Context: an optimization exercise on an open-source flow, tuned for small area and a short achievable clock period. The choices shown serve that exercise and are no tape-out recipe. In this exercise RTL edits were held to simulation tests only and were not proved equivalent to the original. Power is estimated from default activity; no workload was simulated.

## flow/design.v (module list and top-level ports; edited modules follow where they fit)
// module mac9: 7165 lines
// module fa_cell: 4 lines
// module ha_cell: 4 lines
// module nand2_cell: 3 lines
// module nand3_cell: 3 lines
// module and3_cell: 3 lines
// module sel3n: 3 lines
// module linebuffer_3x3: 47 lines
// module conv_top: 63 lines
module conv_top (
  input  logic               clk,
  input  logic               rstn,
  input  logic               valid_in,
  input  logic [7:0]         px_in,
  input  logic               kernel_wr,
  input  logic [3:0]         kernel_addr,
  input  logic signed [15:0] kernel_data,
  output logic               valid_out,
  output logic [7:0]         px_out
);
  // ...
==> flow/run.sh <==
#!/bin/bash
# synth_recipe.tcl (not shown) runs the flow's synth.tcl, then flattens the netlist and writes it again
# the make line also repeats each setting of config.mk as NAME=value (left out here)
make -C /OpenROAD-flow-scripts/flow DESIGN_CONFIG=/design/flow/config.mk WORK_HOME=/design/flow/orfs CLKGATE_MAP_FILE= SYNTH_SCRIPT=/design/flow/synth_recipe.tcl finish
==> flow/config.mk <==
export PLATFORM = sky130hd
export DESIGN_NAME = conv_top
export DESIGN_NICKNAME = conv_top
export VERILOG_FILES = /design/flow/design.v
export SDC_FILE = /design/flow/constraint.sdc
export NUM_CORES = 4
export LEC_CHECK = 0
export ABC_CLOCK_PERIOD_IN_PS = 2500
export CAP_MARGIN = 20
export CORE_MARGIN = 2
export CORE_UTILIZATION = 45
export CTS_CLUSTER_DIAMETER = 110
export CTS_CLUSTER_SIZE = 20
export PLACE_DENSITY = 0.65
export SETUP_SLACK_MARGIN = 5
export SLEW_MARGIN = 20
export SYNTH_HIERARCHICAL = 1
export SYNTH_MINIMUM_KEEP_SIZE = 0
==> flow/constraint.sdc <==
create_clock -name core_clock -period 8.0 [get_ports {clk}]
set_input_delay 1.6000 -clock core_clock [delete_from_list [all_inputs] [get_ports {clk}]]
set_output_delay 1.6000 -clock core_clock [all_outputs]
set_load 0.01 [all_outputs]
==> results.cfg, run 1 <==
[global_routing]
grt_pass1_wl_mm = 302
track_usage = 0.248
antenna_found_initial = 8
grt-busiest-layer = met2
grt_overflow = 0

[placed_design]
gp_congestion = 1.03
port_buffers = 40
postPlaceCellArea_sq_mm = 0.0780

[synth]
synthTopCellsByCount = nand2_1, edfxtp_1, fa_1
synthFlopType = edfxtp_1
synth_nets = 6374
async_flop_share = 0

[finish]
nMultiInputCombCells = 3665
drive_above_1_share = 0.0368
n_all_buffers = 77
multi_input_area_share = 0.342
multiInputGateArea_sq_mm = 0.0278

[timing]
max-slew-margin-rel = 0.228
setup_viol = 0

[pwr]
cellLeakagePower_nw = 30.3
p_comb_frac = 0.387
power_leader = registers
cell_internal_pwr_mw = 18.2
power_frac_seq = 0.432
p_seq_mw = 12.4
p_sw_mw = 10.4

[detailed_routing]
routed_via_density = 5.54
post-route-drc-count = 0

[critical_path]
crit_fanout = 17
r2r_start = kernel[3][15]
max_stage_delay_ns = 0.89
ff2ff_path_depth = 5
path_delay_family = adder cells
critPathRequiredTime_ns = 8.65

[run_status]
status = timing/DRC/antenna clean

[clock_tree]
postCtsSetupRepairBufs = 0
cts_resized = 27
==> inputs of run 2 (changes only) <==
==> flow/flow/run.sh (new file) <==
#!/bin/bash
# The standard layout, with the port buffers that buffer_ports inserts made
# plain buffers (sky130_fd_sc_hd__buf_4) instead of the default delay buffers.
# The full output of the run goes to standard.log in this folder; ORFS also
# keeps its per-step logs under orfs/logs.
set -euo pipefail
export BUFFER_PORTS_ARGS="-buffer_cell sky130_fd_sc_hd__buf_4"
bash standard.sh > standard.log 2>&1
==> flow/standard.sh (new file) <==
#!/bin/bash
# synth_recipe.tcl (not shown) runs the flow's synth.tcl, then flattens the netlist and writes it again
# the make line also repeats each setting of config.mk as NAME=value (left out here)
make -C /OpenROAD-flow-scripts/flow DESIGN_CONFIG=/design/flow/config.mk WORK_HOME=/design/flow/orfs CLKGATE_MAP_FILE= SYNTH_SCRIPT=/design/flow/synth_recipe.tcl "${@:-finish}"
removed: flow/run.sh
==> results.cfg, run 2 <==
[detailed_routing]
drtAntennaViolNets = 0
drtPass1Iterations = 8
routedWlPerCell_um = 26.7
post-route-drc-count = 0
drt_wl_total_mm = 212
drtIter0Drc = 5552
routed_via_density = 5.50
num_vias = 43700

[floorplan]
io_pins = 41
fp.dieW_um = 413
dieArea_sq_mm = 0.170
rows = 150
core-area_sq_mm = 0.167
die_h_um = 413
initial_core_util = 0.451

[synth]
yosysUniqueCellTypes = 65
synth_area_per_cell_sq_um = 13.5
synthAdderAreaFrac = 0.190
yosys.area_share.simple = 0.150
synth_seq_cells = 1725
synth_xor_xnor_area_share = 0.0116
synth_top_family_by_area = adder cells
syn_inst = 5577
synth_top_area_cell = edfxtp_1
synthesis.area_sq_mm = 0.0752
async_flop_share = 0
synth-compound-area-share = 0.0176
synth.area.top_cells = edfxtp_1, fa_1, dfxtp_1, nand2_1, nand3_1
synth_top_area_share = 0.476
synthTopCellsByCount = nand2_1, edfxtp_1, fa_1
synth_enable_flop_cells = 1192
synthFlopType = edfxtp_1
ys_seq_area_frac = 0.618
synthMuxAreaShare = 0.000133
synth.most_common_cell = nand2_1
ys_warn_count = 11
synth_nets = 6374

[worst_hold_path]
min_from = mac.r3741
hold_end = mac.lo_q[0]
min_path_type = register to register
holdPathStages = 0

[finish]
largest_reg_flops = 1048
seqCellArea_sq_mm = 0.0465
areaGrowthSynthToFinish_pct = 8.01
max_flop_register = lb.chain
num-nets-final = 6466
final_common_cell = nand2_1
fin_area_sq_mm = 0.0812
top_regs = lb.chain (1048), kernel (144)
drive_above_1_share = 0.0454
multiInputGateArea_sq_mm = 0.0278
fillerInstances = 14200
layout_common_cells = nand2_1, edfxtp_1, fa_1, nand3_1, dfxtp_1

[pwr]
switching_share = 0.361
total_power_mw = 28.6
p_sw_mw = 10.3
p_comb_frac = 0.381
vdd_drop_max_v = 0.000275
cell_internal_pwr_mw = 18.3
power_frac_seq = 0.431
power_density_mw_per_mm2 = 352
cellLeakagePower_nw = 30.4
p_clk_frac = 0.188

[critical_path]
worstPathArrival_ns = 3.64
critical_path_class = register to register
r2r_start = mac.eq2_01[5]
rrSetupSlack_ns = 4.98
ff2ff_path_depth = 5
critPathRequiredTime_ns = 8.62
cp-start-kind = register
cp-startpoint = mac.eq2_01[5]
crit_fanout = 17
end_kind = register
r2r-end = mac.r3264

[run]
max-cap-violations = 0

[global_routing]
antenna_found_initial = 7
grt_pass1_wl_mm = 303
track_usage = 0.249
grt_overflow = 0
grt_pass1_vias = 42300
grt_start_max_net_pins = 199

[clock_tree]
cts_hold_buf = 0
cts_tree = yes
numClockSinks = 1725
clkTransAtPathRegs_ns = 0.08
clk_latency_ns = 0.80
cts_root_buf = clkbuf_16
htree_levels = 3
cts_made_buffers = 100
clock_path_buffers = 3

[timing]
fin_crit_ns = 3.02
max-slew-margin-rel = 0.202
setup_viol = 0
skew_ns = 0.0700
max_freq_mhz = 331
post-route-period-util = 0.378
timing.hold.ws_ns = 0.331
hold_viol = 0
finalMaxSlewViolations = 0
worstMarginPinSlew_ns = 1.20
rsz0062_at_grt = true

[placed_design]
postPlaceCellArea_sq_mm = 0.0779
gp_congestion = 1.02
dp_hpwl_mm = 153
port_buffers = 40

[run_status]
status = timing/DRC/antenna clean
## run 2: cell counts after synthesis
Identical to the previous run, type by type.
## run 2: cell type report
type / count / share of cell area
Timing Repair Buffer: 79 / 0.00884
Multi-Input combinational cell: 3665 / 0.342
Clock inverter: 17 / 0.00380
Antenna cell: 3 / 0.0000924
Inverter: 98 / 0.00453
Sequential cell: 1725 / 0.573
Clock buffer: 162 / 0.0340
Tap cell: 2204 / 0.0339
## run 2: worst max-delay path: stages (launching register included)
cell	delay, ns
dfxtp_1	0.90
nand2_1	0.11
nand3_1	0.13
fa_1	0.51
fa_1	0.62
fa_1	0.61
## run 2: per-layer routing
metal / global-route usage / routed length, um
met3: 0.0555 / 18900
met4: 0.126 / 12500
met1: 0.346 / 87800
met2: 0.370 / 93000
met5: 0 / 40
## run 2: cell families (layout without fill, tap and decap cells)
kind of cell	count (synthesis)	count (layout)
AO/OA/AOI/OAI	196	196
XOR/XNOR	100	100
adder cells (fa/ha/maj)	765	765
buffers and inverters	187	356
flip-flops	1725	1725
multiplexers	1	1
other	0	3
AND/OR/NAND/NOR	2603	2603
## run 2: worst max-delay path by stage
stage                            to  slack (ns)
after floorplan           lb.row[0]       -0.87
after global placement    mac.r3264        4.94
after detailed placement  mac.r3288        4.94
after CTS                 mac.r3264        4.98
after global routing      mac.r3264        4.96
final                     mac.r3264        4.98
## run 2: timing repair
action | CTS | global route
gates resized for setup | 8 | 36
setup endpoints to repair | 6 | 38
cloned | 0 | 0
endpoints found under the hold margin | 0 | 0
buffers inserted | 4 | 12
## run 2: through the flow
stage | util | setup TNS, ns | instances | setup WS, ns
after floorplan | - | -6.20 | 5577 | -0.865
after global placement | 0.467 | 0 | 7755 | 4.94
after detailed placement | 0.467 | 0 | 7755 | 4.94
after CTS | 0.486 | 0 | 7938 | 4.98
after global routing | 0.487 | 0 | 7950 | 4.96
final | 0.487 | 0 | 7953 | 4.98
## run 2: modules after synthesis, one instance, submodules excluded
module / times used / area [sq um]
mac9: 1 / 15900
and3_cell: 32 / 6.26
nand2_cell: 1632 / 3.75
ha_cell: 12 / 12.5
nand3_cell: 512 / 5.00
fa_cell: 619 / 20.0
conv_top: 1 / 5300
linebuffer_3x3: 1 / 32600
## run 2: power by group through the flow
| stage | registers, mW | logic, mW | clock network, mW |
|---|---|---|---|
| floorplan | 12.0 | 6.88 | 0 |
| global placement | 12.5 | 10.4 | 0 |
| detailed placement | 12.5 | 10.7 | 0 |
| CTS | 12.3 | 10.8 | 5.56 |
| global route | 12.4 | 12.1 | 5.85 |
| finish | 12.3 | 10.9 | 5.39 |
==> inputs of run 3 (changes only) <==
==> flow/flow/run.sh (replaced) <==
#!/bin/bash
# The standard layout, with two changes to how it is optimised:
#  - the port buffers that buffer_ports inserts are plain buffers
#    (sky130_fd_sc_hd__buf_4) instead of the default delay buffers;
#  - ORFS's timing repair aims for a setup slack of 5.25 ns at the design's
#    clock period (SETUP_SLACK_MARGIN), so that it keeps improving paths
#    the global-route estimate already sees as meeting 3 ns.
# The clock period and constraints are the design's.  The full output of
# the run goes to standard.log in this folder; ORFS also keeps its per-step
# logs under orfs/logs.
set -euo pipefail
export BUFFER_PORTS_ARGS="-buffer_cell sky130_fd_sc_hd__buf_4"
export SETUP_SLACK_MARGIN=5.25
bash standard.sh > standard.log 2>&1
--- a/flow/config.mk
+++ b/flow/config.mk
@@ -12,7 +12,6 @@
 export CTS_CLUSTER_DIAMETER = 110
 export CTS_CLUSTER_SIZE = 20
 export PLACE_DENSITY = 0.65
-export SETUP_SLACK_MARGIN = 5
 export SLEW_MARGIN = 20
 export SYNTH_HIERARCHICAL = 1
 export SYNTH_MINIMUM_KEEP_SIZE = 0
==> results.cfg, run 3 <==
[floorplan]
rows = 150
die_h_um = 413
io_pins = 41
core-area_sq_mm = 0.167
initial_core_util = 0.451
fp.dieW_um = 413
dieArea_sq_mm = 0.170

[detailed_routing]
num_vias = 44600
post-route-drc-count = 0
drtIter0Drc = 5869
drt_wl_total_mm = 214
drtAntennaViolNets = 0
routed_via_density = 5.50
drtPass1Iterations = 8
routedWlPerCell_um = 26.4

[synth]
yosysUniqueCellTypes = 65
synthTopCellsByCount = nand2_1, edfxtp_1, fa_1
async_flop_share = 0
synth_top_family_by_area = adder cells
synth_top_area_share = 0.476
synth_area_per_cell_sq_um = 13.5
ys_warn_count = 11
synthAdderAreaFrac = 0.190
ys_seq_area_frac = 0.618
synthFlopType = edfxtp_1
synth.most_common_cell = nand2_1
synthMuxAreaShare = 0.000133
yosys.area_share.simple = 0.150
synthesis.area_sq_mm = 0.0752
synth-compound-area-share = 0.0176
syn_inst = 5577
synth_enable_flop_cells = 1192
synth_top_area_cell = edfxtp_1
synth_xor_xnor_area_share = 0.0116
synth_seq_cells = 1725
synth_nets = 6374
synth.area.top_cells = edfxtp_1, fa_1, dfxtp_1, nand2_1, nand3_1

[placed_design]
dp_hpwl_mm = 153
gp_congestion = 1.02
port_buffers = 40
dp_slack_ns = 4.94
postPlaceCellArea_sq_mm = 0.0779

[clock_tree]
numClockSinks = 1725
cts_tree = yes
clk_latency_ns = 0.80
htree_levels = 3
cts_made_buffers = 100
cts_hold_buf = 0
clock_path_buffers = 3
cts_root_buf = clkbuf_16
clkTransAtPathRegs_ns = 0.08

[timing]
skew_ns = 0.0684
max_freq_mhz = 354
post-route-period-util = 0.353
rsz0062_at_grt = true
finalMaxSlewViolations = 0
max-slew-margin-rel = 0.185
timing.hold.ws_ns = 0.331
fin_crit_ns = 2.82
worstMarginPinSlew_ns = 1.22
fin_ws_ns = 5.18
hold_viol = 0
setup_viol = 0

[pwr]
cellLeakagePower_nw = 31.2
p_clk_frac = 0.187
vdd_drop_max_v = 0.000279
power_density_mw_per_mm2 = 348
p_comb_frac = 0.388
switching_share = 0.361
p_sw_mw = 10.4
cell_internal_pwr_mw = 18.4
power_frac_seq = 0.425

[finish]
max_flop_register = lb.chain
postLayoutCoreUtil = 0.496
multiInputGateArea_sq_mm = 0.0279
areaGrowthSynthToFinish_pct = 10.0
final_common_cell = nand2_1
drive_above_1_share = 0.0862
top_regs = lb.chain (1048), kernel (144)
seqCellArea_sq_mm = 0.0466
num-nets-final = 6615
fillerInstances = 14100
layout_common_cells = nand2_1, edfxtp_1, fa_1, nand3_1, dfxtp_1
largest_reg_flops = 1048
fin_area_sq_mm = 0.0827

[critical_path]
path_buf_inv = 1
critPathRequiredTime_ns = 6.40
path_delay_family = flip-flops
cp-start-kind = register
worstPathArrival_ns = 1.22
end_kind = output port
max_stage_delay_ns = 0.33
crit_fanout = 1
critPathSlowestCell = dfxtp_2
critical_path_class = register to output port
cp_cell_sequence = buf_6

[worst_hold_path]
min_path_type = register to register

[global_routing]
antenna_found_initial = 7
grt_pass1_wl_mm = 304
track_usage = 0.250
grt_start_max_net_pins = 199
grt_overflow = 0
grt_pass1_vias = 42700

[run]
max-cap-violations = 0

[run_status]
status = timing/DRC/antenna clean
run 3: cell counts after synthesis:
No cell type changed its count.
run 3: power by group through the flow:
stage	clock network, mW	logic, mW	registers [mW]
3_3_place_gp	0	10.4	12.5
6_report	5.39	11.2	12.2
2_1_floorplan	0	6.88	12.0
4_1_cts	5.56	10.9	12.3
3_5_place_dp	0	10.7	12.5
5_1_grt	5.85	12.3	12.3
run 3: Yosys stat by module (local to each module, per instance):
module / cells / flip-flops and latches
linebuffer_3x3: 1173 / 1066
mac9: 1377 / 480
conv_top: 220 / 179
fa_cell: 1 / 0
ha_cell: 1 / 0
and3_cell: 1 / 0
nand3_cell: 1 / 0
nand2_cell: 1 / 0
run 3: area by class of cell:
cell class / instances / area share
antenna: 10 / 0.000302
clock buffer: 162 / 0.0334
clock inverter: 17 / 0.00374
inverter: 98 / 0.00445
multi-input combinational: 3665 / 0.337
sequential: 1725 / 0.564
tap: 2204 / 0.0333
timing repair buffer: 228 / 0.0238
run 3: routing by layer:
metal / wire length [um] / global-route usage / up-vias
met1: 88300 / 0.346 / 22600
met2: 94400 / 0.373 / 2048
li1: - / - / 19400
met3: 19100 / 0.0575 / 445
met4: 12200 / 0.126 / 4
met5: 31 / 0 / -
run 3: metrics by stage:
step                total power [mW]  setup TNS [ns]  cells
finish                          28.8               0   8109
global route                    30.5               0   8099
CTS                             28.8               0   8014
detailed placement              23.3               0   7755
global placement                22.9               0   7755
floorplan                       18.9           -6.20   5577
run 3: kinds of logic after synthesis:
logic type / count (synthesis)
AOI/OAI and AO/OA: 196
xor gates and xnor gates: 100
adders and majority gates: 765
buffers and inverters: 187
DFF: 1725
muxes: 1
and+or+nand+nor: 2603
run 3: timing repair:
item,4_1_cts,5_1_grt
hold endpoints to repair,0,0
setup endpoints to repair,202,386
resized for setup,116,58
pin swaps,0,3
setup buffers,80,85
run 3: path summary, 6_finish.rpt:
kind | from | end | slack, ns | cells after the start
worst max-delay path | px_out[7] | px_out[7] | 5.18 | 1
worst min-delay path | mac.r3741 | mac.lo_q[0] | 0.33 | 0
worst min register to register | mac.r3741 | mac.lo_q[0] | 0.33 | 0
worst max register to register | kernel[3][1] | mac.r3230 | 5.22 | 5
==> inputs of run 4 (changes only) <==
--- a/flow/config.mk
+++ b/flow/config.mk
@@ -15,3 +15,4 @@
 export SLEW_MARGIN = 20
 export SYNTH_HIERARCHICAL = 1
 export SYNTH_MINIMUM_KEEP_SIZE = 0
+export TNS_END_PERCENT = 10
==> results.cfg, run 4 <==
[run_status]
status = timing/DRC/antenna clean

[placed_design]
dp_slack_ns = 4.94
gp_congestion = 1.02
dp_hpwl_mm = 153
port_buffers = 40

[pwr]
switching_share = 0.361
power_density_mw_per_mm2 = 351
total_power_mw = 28.8
cellLeakagePower_nw = 30.8
p_sw_mw = 10.4
vdd_drop_max_v = 0.000280
power_frac_seq = 0.428
p_comb_frac = 0.385
cell_internal_pwr_mw = 18.4
p_clk_frac = 0.187

[floorplan]
fp.dieW_um = 413
dieArea_sq_mm = 0.170
io_pins = 41
die_h_um = 413
initial_core_util = 0.451
rows = 150
core-area_sq_mm = 0.167

[timing]
setup_viol = 0
worstMarginPinSlew_ns = 1.24
max-slew-margin-rel = 0.170
rsz0062_at_grt = true
max_freq_mhz = 347
fin_ws_ns = 5.12
finalMaxSlewViolations = 0
skew_ns = 0.0670
fin_crit_ns = 2.88
hold_viol = 0
post-route-period-util = 0.360

[finish]
top_regs = lb.chain (1048), kernel (144)
max_flop_register = lb.chain
layout_common_cells = nand2_1, edfxtp_1, fa_1, nand3_1, dfxtp_1
num-nets-final = 6521
largest_reg_flops = 1048
drive_above_1_share = 0.0653
postLayoutCoreUtil = 0.491
final_common_cell = nand2_1
areaGrowthSynthToFinish_pct = 8.83

[detailed_routing]
drtAntennaViolNets = 0
drtIter0Drc = 5637
routedWlPerCell_um = 26.6
post-route-drc-count = 0
drtPass1Iterations = 8
routed_via_density = 5.50
num_vias = 44100
drt_wl_total_mm = 213

[synth]
synth.most_common_cell = nand2_1
async_flop_share = 0
syn_inst = 5577
ys_warn_count = 11
synth_area_per_cell_sq_um = 13.5
synth.area.top_cells = edfxtp_1, fa_1, dfxtp_1, nand2_1, nand3_1
yosysUniqueCellTypes = 65
synthFlopType = edfxtp_1
synth_seq_cells = 1725
synthesis.area_sq_mm = 0.0752
synth_top_area_cell = edfxtp_1
synth_nets = 6374
synthTopCellsByCount = nand2_1, edfxtp_1, fa_1
ys_seq_area_frac = 0.618
synth_top_area_share = 0.476
synth_enable_flop_cells = 1192

[global_routing]
grt_start_max_net_pins = 199
grt_pass1_vias = 42600
antenna_found_initial = 8
track_usage = 0.250
grt_overflow = 0
grt_pass1_wl_mm = 304

[worst_hold_path]
min_path_type = register to register
min_from = mac.r3741

[critical_path]
worstPathArrival_ns = 3.48
cp-start-kind = register
cp-endpoint = mac.r3328
critPathRequiredTime_ns = 8.60
end_kind = register
r2r-end = mac.r3328
ff2ff_path_depth = 5
crit_fanout = 9
r2r_start = kernel[5][9]
rrSetupSlack_ns = 5.12
critical_path_class = register to register
cp-startpoint = kernel[5][9]

[clock_tree]
cts_tree = yes
clk_latency_ns = 0.79
htree_levels = 3
cts_root_buf = clkbuf_16
clkTransAtPathRegs_ns = 0.08
numClockSinks = 1725
cts_made_buffers = 100
clock_path_buffers = 3

[run]
max-cap-violations = 0
==> run 4: cells by family after synthesis <==
group | count (synthesis) | synth area share
XOR/XNOR | 100 | 0.0116
multiplexers | 1 | 0.000133
buffers and inverters | 187 | 0.0130
flip-flops | 1725 | 0.618
adder cells (fa/ha/maj) | 765 | 0.190
AND/OR/NAND/NOR | 2603 | 0.150
AO/OA/AOI/OAI | 196 | 0.0176
==> run 4: metal layers <==
layer | global-route usage | share of wire | vias up
li1 | - | - | 19200
met1 | 0.346 | 0.41 | 22300
met2 | 0.372 | 0.44 | 2062
met3 | 0.0587 | 0.091 | 451
met4 | 0.123 | 0.059 | 4
met5 | 0 | 0.00012 | -
==> run 4: worst max-delay path: stages, from the launching register on <==
cell and delay [ns]:
edfxtp_1 0.62, nand2_1 0.16, nand3_1 0.10, fa_1 0.58, fa_1 0.78, fa_1 0.49
==> run 4: per-stage QoR <==
step / std cells / TNS [ns] / hold slack, ns / cell area [sq um]
2_1_floorplan: 5577 / -6.20 / 0.310 / 75200
3_3_place_gp: 7755 / 0 / 0.312 / 77900
3_5_place_dp: 7755 / 0 / 0.312 / 77900
4_1_cts: 7992 / 0 / 0.336 / 81700
5_1_grt: 8005 / 0 / 0.336 / 81800
6_report: 8011 / 0 / 0.330 / 81900
==> run 4: worst min path at each step <==
stage / to / slack [ns] / cells past startpoint
floorplan: mac.lo_q[0] / 0.31 / 0
global placement: mac.r3743 / 0.31 / 0
detailed placement: mac.lo_q[0] / 0.31 / 0
CTS: mac.r3749 / 0.34 / 0
global route: mac.lo_q[0] / 0.34 / 0
finish: mac.lo_q[0] / 0.33 / 0
==> run 4: cell type report <==
class	instances	area, sq um
Antenna cell	6	15.0
Inverter	98	368
Clock buffer	162	2770
Clock inverter	17	309
Sequential cell	1725	46600
Multi-Input combinational cell	3665	27800
Timing Repair Buffer	134	1220
Fill cell	14200	84800
Tap cell	2204	2760
==> run 4: Yosys stat by module (local to each module, per instance), excerpt <==
module          copies in the design  cells inside
linebuffer_3x3                     1          1173
mac9                               1          1377
conv_top                           1           220
ha_cell                           12             1
and3_cell                         32             1
nand3_cell                       512             1
nand2_cell                      1632             1
==> run 4: power groups by stage <==
stage          sequential [mW]  clock, mW  combinational (mW)
2_1_floorplan             12.0          0                6.88
3_3_place_gp              12.5          0                10.4
3_5_place_dp              12.5          0                10.7
4_1_cts                   12.3       5.56                10.9
5_1_grt                   12.4       5.85                12.2
6_report                  12.3       5.39                11.1
==> run 4: what timing repair did <==
item                       CTS  global route
gates resized for setup     96            18
setup endpoints to repair  202           430
setup buffers               58            13
pin swaps                    0             6
hold buffers                 0             0
cloned                       0             0
==> inputs of run 5 (changes only) <==
--- a/flow/config.mk
+++ b/flow/config.mk
@@ -8,11 +8,10 @@
 export ABC_CLOCK_PERIOD_IN_PS = 2500
 export CAP_MARGIN = 20
 export CORE_MARGIN = 2
-export CORE_UTILIZATION = 45
+export CORE_UTILIZATION = 55
 export CTS_CLUSTER_DIAMETER = 110
 export CTS_CLUSTER_SIZE = 20
-export PLACE_DENSITY = 0.65
+export PLACE_DENSITY = 0.72
 export SLEW_MARGIN = 20
 export SYNTH_HIERARCHICAL = 1
 export SYNTH_MINIMUM_KEEP_SIZE = 0
-export TNS_END_PERCENT = 10
==> results.cfg, run 5 <==
[run_status]
status = timing/DRC/antenna clean

[synth]
synth_top_area_cell = edfxtp_1
synth.most_common_cell = nand2_1
synthFlopType = edfxtp_1
synth_area_per_cell_sq_um = 13.5
yosysUniqueCellTypes = 65
synthTopCellsByCount = nand2_1, edfxtp_1, fa_1
synth_seq_cells = 1725
ys_warn_count = 11
synth.area.top_cells = edfxtp_1, fa_1, dfxtp_1, nand2_1, nand3_1
synthesis.area_sq_mm = 0.0752
syn_inst = 5577
synth_enable_flop_cells = 1192
ys_seq_area_frac = 0.618
synth_nets = 6374
async_flop_share = 0
synth_top_area_share = 0.476

[pwr]
cellLeakagePower_nw = 31.0
switching_share = 0.361
p_comb_frac = 0.391
power_frac_seq = 0.425
cell_internal_pwr_mw = 18.4
p_sw_mw = 10.4
p_clk_frac = 0.183
power_density_mw_per_mm2 = 352
total_power_mw = 28.9
vdd_drop_max_v = 0.000297

[clock_tree]
clkTransAtPathRegs_ns = 0.08
cts_made_buffers = 99
cts_root_buf = clkbuf_16
numClockSinks = 1725
htree_levels = 3
clk_latency_ns = 0.77
clock_path_buffers = 3
cts_tree = yes

[global_routing]
grt_overflow = 0
grt_start_max_net_pins = 205
grt_pass1_wl_mm = 303
track_usage = 0.303
grt_pass1_vias = 42700
antenna_found_initial = 9

[detailed_routing]
routed_via_density = 5.86
top_layer_used = met5
wl_met2_mm = 94.4
drtIter0Drc = 5781
wl_met3_mm = 19.6
num_vias = 44800
wl_met1_mm = 84.9
routedWlPerCell_um = 27.8
drt_wl_total_mm = 212
post-route-drc-count = 0
drtPass1Iterations = 8
drtAntennaViolNets = 0

[timing]
rsz0062_at_grt = true
setup_tns_ns = 0
fin_crit_ns = 2.81
max-slew-margin-rel = 0.180
max_freq_mhz = 356
hold_viol = 0
post-route-period-util = 0.351
worstMarginPinSlew_ns = 1.23
finalMaxSlewViolations = 0
setup_viol = 0
skew_ns = 0.0674

[critical_path]
cp-start-kind = register
crit_fanout = 1
path_buf_inv = 1
max_stage_delay_ns = 0.33
ff2ff_path_depth = 6
critPathSlowestCell = dfxtp_2
end_kind = output port
worstPathArrival_ns = 1.21
path_depth = 1
path_delay_family = flip-flops
critPathRequiredTime_ns = 6.40
critical_path_class = register to output port
cp_cell_sequence = buf_6

[finish]
areaGrowthSynthToFinish_pct = 8.88
num-nets-final = 6574
largest_reg_flops = 1048
drive_above_1_share = 0.0772
postLayoutCoreUtil = 0.604
top_regs = lb.chain (1048), kernel (144)
max_flop_register = lb.chain
final_common_cell = nand2_1
layout_common_cells = nand2_1, edfxtp_1, fa_1, nand3_1, dfxtp_1

[worst_hold_path]
holdPathStages = 0
min_path_type = register to register

[floorplan]
io_pins = 41
die_h_um = 374
initial_core_util = 0.555
rows = 135
fp.dieW_um = 374
core-area_sq_mm = 0.136
dieArea_sq_mm = 0.140

[placed_design]
gp_congestion = 1.04
dp_hpwl_mm = 150
port_buffers = 40

[run]
max-cap-violations = 0
run 5: changes by cell type in the layout (fill, tap and decap cells not counted), sizes merged:
cell    previous run  this run
bufinv             1         0
buf              134       185
diode              6         9
clkinv             8        10
clkbuf           162       168
inv              106       101
run 5: layout make-up:
class | count | area (sq um)
tap | 1781 | 2230
inverter | 98 | 368
fill | 10300 | 53700
sequential | 1725 | 46600
multi-input combinational | 3665 | 27900
clock buffer | 165 | 2770
timing repair buffer | 188 | 1740
antenna | 9 | 22.5
clock inverter | 13 | 250
run 5: what timing repair did:
action	CTS	global route
hold buffers	0	0
resized for setup	112	45
setup buffers	49	74
endpoints found under the setup margin	323	428
pin swaps	0	9
gates cloned	0	1
run 5: kinds of logic (layout without fill, tap and decap cells):
kind of cell               count (synthesis)  after routing  synth area share
xor gates and xnor gates                 100            100            0.0116
buffers and inverters                    187            464            0.0130
adders and majority gates                765            765             0.190
AOI/OAI and AO/OA                        196            196            0.0176
and+or+nand+nor                         2603           2603             0.150
other                                      0              9                 0
muxes                                      1              1          0.000133
DFF                                     1725           1725             0.618
run 5: power by group through the flow:
stage | logic [mW] | clock network (mW) | registers (mW)
6_report | 11.3 | 5.29 | 12.3
5_1_grt | 12.4 | 5.72 | 12.4
4_1_cts | 10.9 | 5.43 | 12.3
3_5_place_dp | 10.8 | 0 | 12.5
3_3_place_gp | 10.5 | 0 | 12.5
2_1_floorplan | 6.88 | 0 | 12.0
run 5: metrics by stage:
step	instances	instance area [sq um]	worst slack [ns]	hold slack (ns)
after floorplan	5577	75200	-0.865	0.310
after CTS	7560	81100	5.10	0.332
after detailed placement	7333	77400	4.92	0.312
after global placement	7333	77400	4.95	0.312
after global routing	7635	81900	5.13	0.336
final	7644	81900	5.19	0.330
run 5: modules after synthesis (local to each module, per instance):
module,flops+latches,times used,area [sq um],cells
and3_cell,0,32,6.26,1
conv_top,179,1,5300,220
fa_cell,0,619,20.0,1
ha_cell,0,12,12.5,1
linebuffer_3x3,1066,1,32600,1173
mac9,480,1,15900,1377
nand2_cell,0,1632,3.75,1
nand3_cell,0,512,5.00,1
run 5: final timing paths:
path                              startpoint         to  slack [ns]
worst min-delay path               mac.r3234  mac.r3745        0.33
worst max-delay path               valid_out  valid_out        5.19
worst max register to register  kernel[0][2]  mac.r3233        5.19
worst min register to register     mac.r3234  mac.r3745        0.33
run 5: routing by layer:
layer,vias to the layer above,GRT usage
li1,19300,-
met4,2,0.155
met2,2417,0.455
met1,22600,0.423
met5,-,0
met3,499,0.0630
==> inputs of run 6 (changes only) <==
==> flow/flow/run.sh (replaced) <==
#!/bin/bash
# The standard layout, with two changes to how it is optimised:
#  - the port buffers that buffer_ports inserts are plain buffers
#    (sky130_fd_sc_hd__buf_4) instead of the default delay buffers;
#  - ORFS's timing repair aims for a setup slack of 5.45 ns at the design's
#    clock period (SETUP_SLACK_MARGIN), so that it keeps improving paths
#    the global-route estimate already sees as meeting 3 ns.
# The clock period and constraints are the design's.  The full output of
# the run goes to standard.log in this folder; ORFS also keeps its per-step
# logs under orfs/logs.
set -euo pipefail
export BUFFER_PORTS_ARGS="-buffer_cell sky130_fd_sc_hd__buf_4"
export SETUP_SLACK_MARGIN=5.45
bash standard.sh > standard.log 2>&1
--- a/flow/config.mk
+++ b/flow/config.mk
@@ -8,10 +8,10 @@
 export ABC_CLOCK_PERIOD_IN_PS = 2500
 export CAP_MARGIN = 20
 export CORE_MARGIN = 2
-export CORE_UTILIZATION = 55
+export CORE_UTILIZATION = 45
 export CTS_CLUSTER_DIAMETER = 110
 export CTS_CLUSTER_SIZE = 20
-export PLACE_DENSITY = 0.72
+export PLACE_DENSITY = 0.65
 export SLEW_MARGIN = 20
 export SYNTH_HIERARCHICAL = 1
 export SYNTH_MINIMUM_KEEP_SIZE = 0
==> results.cfg, run 6 <==
[floorplan]
initial_core_util = 0.451
die_h_um = 413
core-area_sq_mm = 0.167
io_pins = 41
rows = 150
dieArea_sq_mm = 0.170
fp.dieW_um = 413

[global_routing]
grt_pass1_vias = 44300
met1_usage = 0.347
grt-busiest-layer = met2
use_met3 = 0.0582
grt_start_max_net_pins = 177
track_usage = 0.254
grt_pass1_wl_mm = 311
grt_overflow = 0
grt_use_met2 = 0.385
antenna_found_initial = 10

[critical_path]
crit_fanout = 1
end_kind = output port
r2r_start = kernel[2][8]
cp-endpoint = valid_out
cp-start-kind = register
max_stage_delay_ns = 0.32
critPathSlowestCell = dfxtp_2
cp-startpoint = valid_out
path_delay_family = flip-flops
critical_path_class = register to output port
path_depth = 1
worstPathArrival_ns = 1.19
ff2ff_path_depth = 6
critPathRequiredTime_ns = 6.40
cp_cell_sequence = buf_6
rrSetupSlack_ns = 5.27
path_buf_inv = 1
r2r-end = mac.r3317

[timing]
hold_viol = 0
worstMarginPinSlew_ns = 1.21
rsz0062_at_grt = true
setup_viol = 0
fin_crit_ns = 2.79
setup_tns_ns = 0
finalMaxSlewViolations = 0
fin_ws_ns = 5.21
post-route-period-util = 0.349
max_freq_mhz = 358
skew_ns = 0.0682
max-slew-margin-rel = 0.194

[synth]
synth.most_common_cell = nand2_1
synthesis.area_sq_mm = 0.0752
synth_xor_xnor_area_share = 0.0116
synthMuxAreaShare = 0.000133
synth.area.top_cells = edfxtp_1, fa_1, dfxtp_1, nand2_1, nand3_1
synth_area_per_cell_sq_um = 13.5
synth_enable_flop_cells = 1192
async_flop_share = 0
synth_nets = 6374
ys_warn_count = 11
synth_top_area_cell = edfxtp_1
syn_inst = 5577
yosys.area_share.simple = 0.150
synthAdderAreaFrac = 0.190
ys_seq_area_frac = 0.618
synth_seq_cells = 1725
synth-compound-area-share = 0.0176
synth_top_area_share = 0.476
synth_top_family_by_area = adder cells
yosysUniqueCellTypes = 65
synthTopCellsByCount = nand2_1, edfxtp_1, fa_1
synthFlopType = edfxtp_1

[pwr]
cellLeakagePower_nw = 32.7
vdd_drop_max_v = 0.000308
power_density_mw_per_mm2 = 341

[placed_design]
gp_congestion = 0.996
port_buffers = 40
dp_hpwl_mm = 150
dp_slack_ns = 4.79

[detailed_routing]
drtIter0Drc = 5843
drt_wl_total_mm = 218
routed_via_density = 5.52
drtPass1Iterations = 8
drtAntennaViolNets = 0
routedWlPerCell_um = 26.4
num_vias = 45600
post-route-drc-count = 0

[clock_tree]
clkTransAtPathRegs_ns = 0.08
cts_root_buf = clkbuf_16
cts_made_buffers = 99
clock_path_buffers = 3
numClockSinks = 1725
cts_tree = yes
htree_levels = 3
cts_hold_buf = 0
clk_latency_ns = 0.78

[finish]
max_flop_register = lb.chain
multiInputGateArea_sq_mm = 0.0295
layout_common_cells = nand2_1, edfxtp_1, fa_1, nand3_1, dfxtp_1
num-nets-final = 6774
drive_above_1_share = 0.176
final_common_cell = nand2_1
fillerInstances = 13800
areaGrowthSynthToFinish_pct = 14.4
largest_reg_flops = 1048
seqCellArea_sq_mm = 0.0468
top_regs = lb.chain (1048), kernel (144)

[run]
max-cap-violations = 0

[worst_hold_path]
min_path_type = register to register

[run_status]
status = timing/DRC/antenna clean
## run 6: cell counts after synthesis
Identical to the previous run, type by type.
## run 6: metal layers
layer  up-vias  routed length [um]
met5         -                   0
met4         0               13700
met3       541               20800
met2      2415               96700
met1     22900               87000
li1      19700                   -
## run 6: kinds of logic after synthesis
kind of cell    Yosys count
compound gates          196
xor+xnor                100
fa+ha+maj               765
buf+inv                 187
flops                  1725
mux                       1
simple gates           2603
## run 6: what timing repair did
item,in CTS,in global routing
buffers inserted,272,48
gates cloned,0,1
resized for setup,492,290
endpoints found under the setup margin,569,343
pin swaps,149,169
## run 6: where the power goes
part | internal [mW] | switching, mW
sequential | 11.0 | 1.17
clock | 2.40 | 2.92
combinational | 5.41 | 6.42
## run 6: stage by stage
step                      cells  utilization  hold slack (ns)  area (sq um)  total power, mW
after floorplan            5577            -            0.310         75200             18.9
after global placement     7759        0.468            0.312         77900             22.9
after detailed placement   7759        0.468            0.312         77900             23.2
after CTS                  8210        0.507            0.331         84600             29.0
after global routing       8260        0.516            0.339         86100             31.0
final                      8264        0.516            0.330         86100             29.3
## run 6: cell type report
| class | instances | area share |
|---|---|---|
| Tap cell | 2204 | 0.0320 |
| Timing Repair Buffer | 388 | 0.0414 |
| Multi-Input combinational cell | 3665 | 0.343 |
| Sequential cell | 1725 | 0.544 |
| Clock inverter | 17 | 0.00350 |
| Antenna cell | 5 | 0.000145 |
| Clock buffer | 162 | 0.0318 |
| Inverter | 98 | 0.00427 |
## run 6: per-module statistics from Yosys (local to each module, per instance)
module / cell area (sq um) / flops+latches
nand3_cell: 5.00 / 0
ha_cell: 12.5 / 0
nand2_cell: 3.75 / 0
mac9: 15900 / 480
conv_top: 5300 / 179
and3_cell: 6.26 / 0
linebuffer_3x3: 32600 / 1066
fa_cell: 20.0 / 0
## run 6: how the worst min path moves through the flow
stage | depth (start not counted) | slack (ns) | from | endpoint
after global placement | 0 | 0.31 | mac.r3239 | mac.r3749
after CTS | 0 | 0.33 | mac.r3239 | mac.r3749
final | 0 | 0.33 | mac.r3741 | mac.lo_q[0]
after detailed placement | 0 | 0.31 | mac.r3741 | mac.lo_q[0]
after floorplan | 0 | 0.31 | mac.r3741 | mac.lo_q[0]
after global routing | 0 | 0.34 | mac.r3234 | mac.r3745

static timing again, ports no longer ideal:
The flow's constraints put no driver on any port. The routed layouts listed below were extracted and timed again, unchanged, in two steps.
Step 1 (the two cells are an assumption about what drives the block):
set clk [get_ports {clk}]
set_driving_cell -lib_cell sky130_fd_sc_hd__clkbuf_16 $clk
set_driving_cell -lib_cell sky130_fd_sc_hd__buf_2 [delete_from_list [all_inputs] $clk]
Step 2 adds t to the input delays and takes it off the output delays; t is the mean of the earliest and latest rising clock arrival at the registers after step 1. Input paths then give back, and output paths get back, about the clock's delay inside the block.
Three values: ideal, step 1, step 2; two values: the first two.
run	shift t [ns]	setup slack, ns	hold slack, ns	worst setup path at the end	worst slew at a driven data input, ns
run 1	0.835	4.964 / 4.964 / 4.964	0.325 / 0.325 / 0.325	register to register	0.04
run 2	0.847	4.976 / 4.976 / 4.976	0.331 / 0.331 / 0.331	register to register	0.04
run 3	0.845	5.177 / 5.094 / 5.218	0.331 / 0.331 / 0.331	register to register	0.04
run 4	0.840	5.119 / 5.103 / 5.119	0.330 / 0.330 / 0.330	register to register	0.04
run 5	0.816	5.189 / 5.112 / 5.193	0.330 / 0.330 / 0.330	register to register	0.04
run 6	0.847	5.208 / 5.110 / 5.274	0.330 / 0.330 / 0.330	register to register	0.04
After both steps every run listed still meets setup and hold.
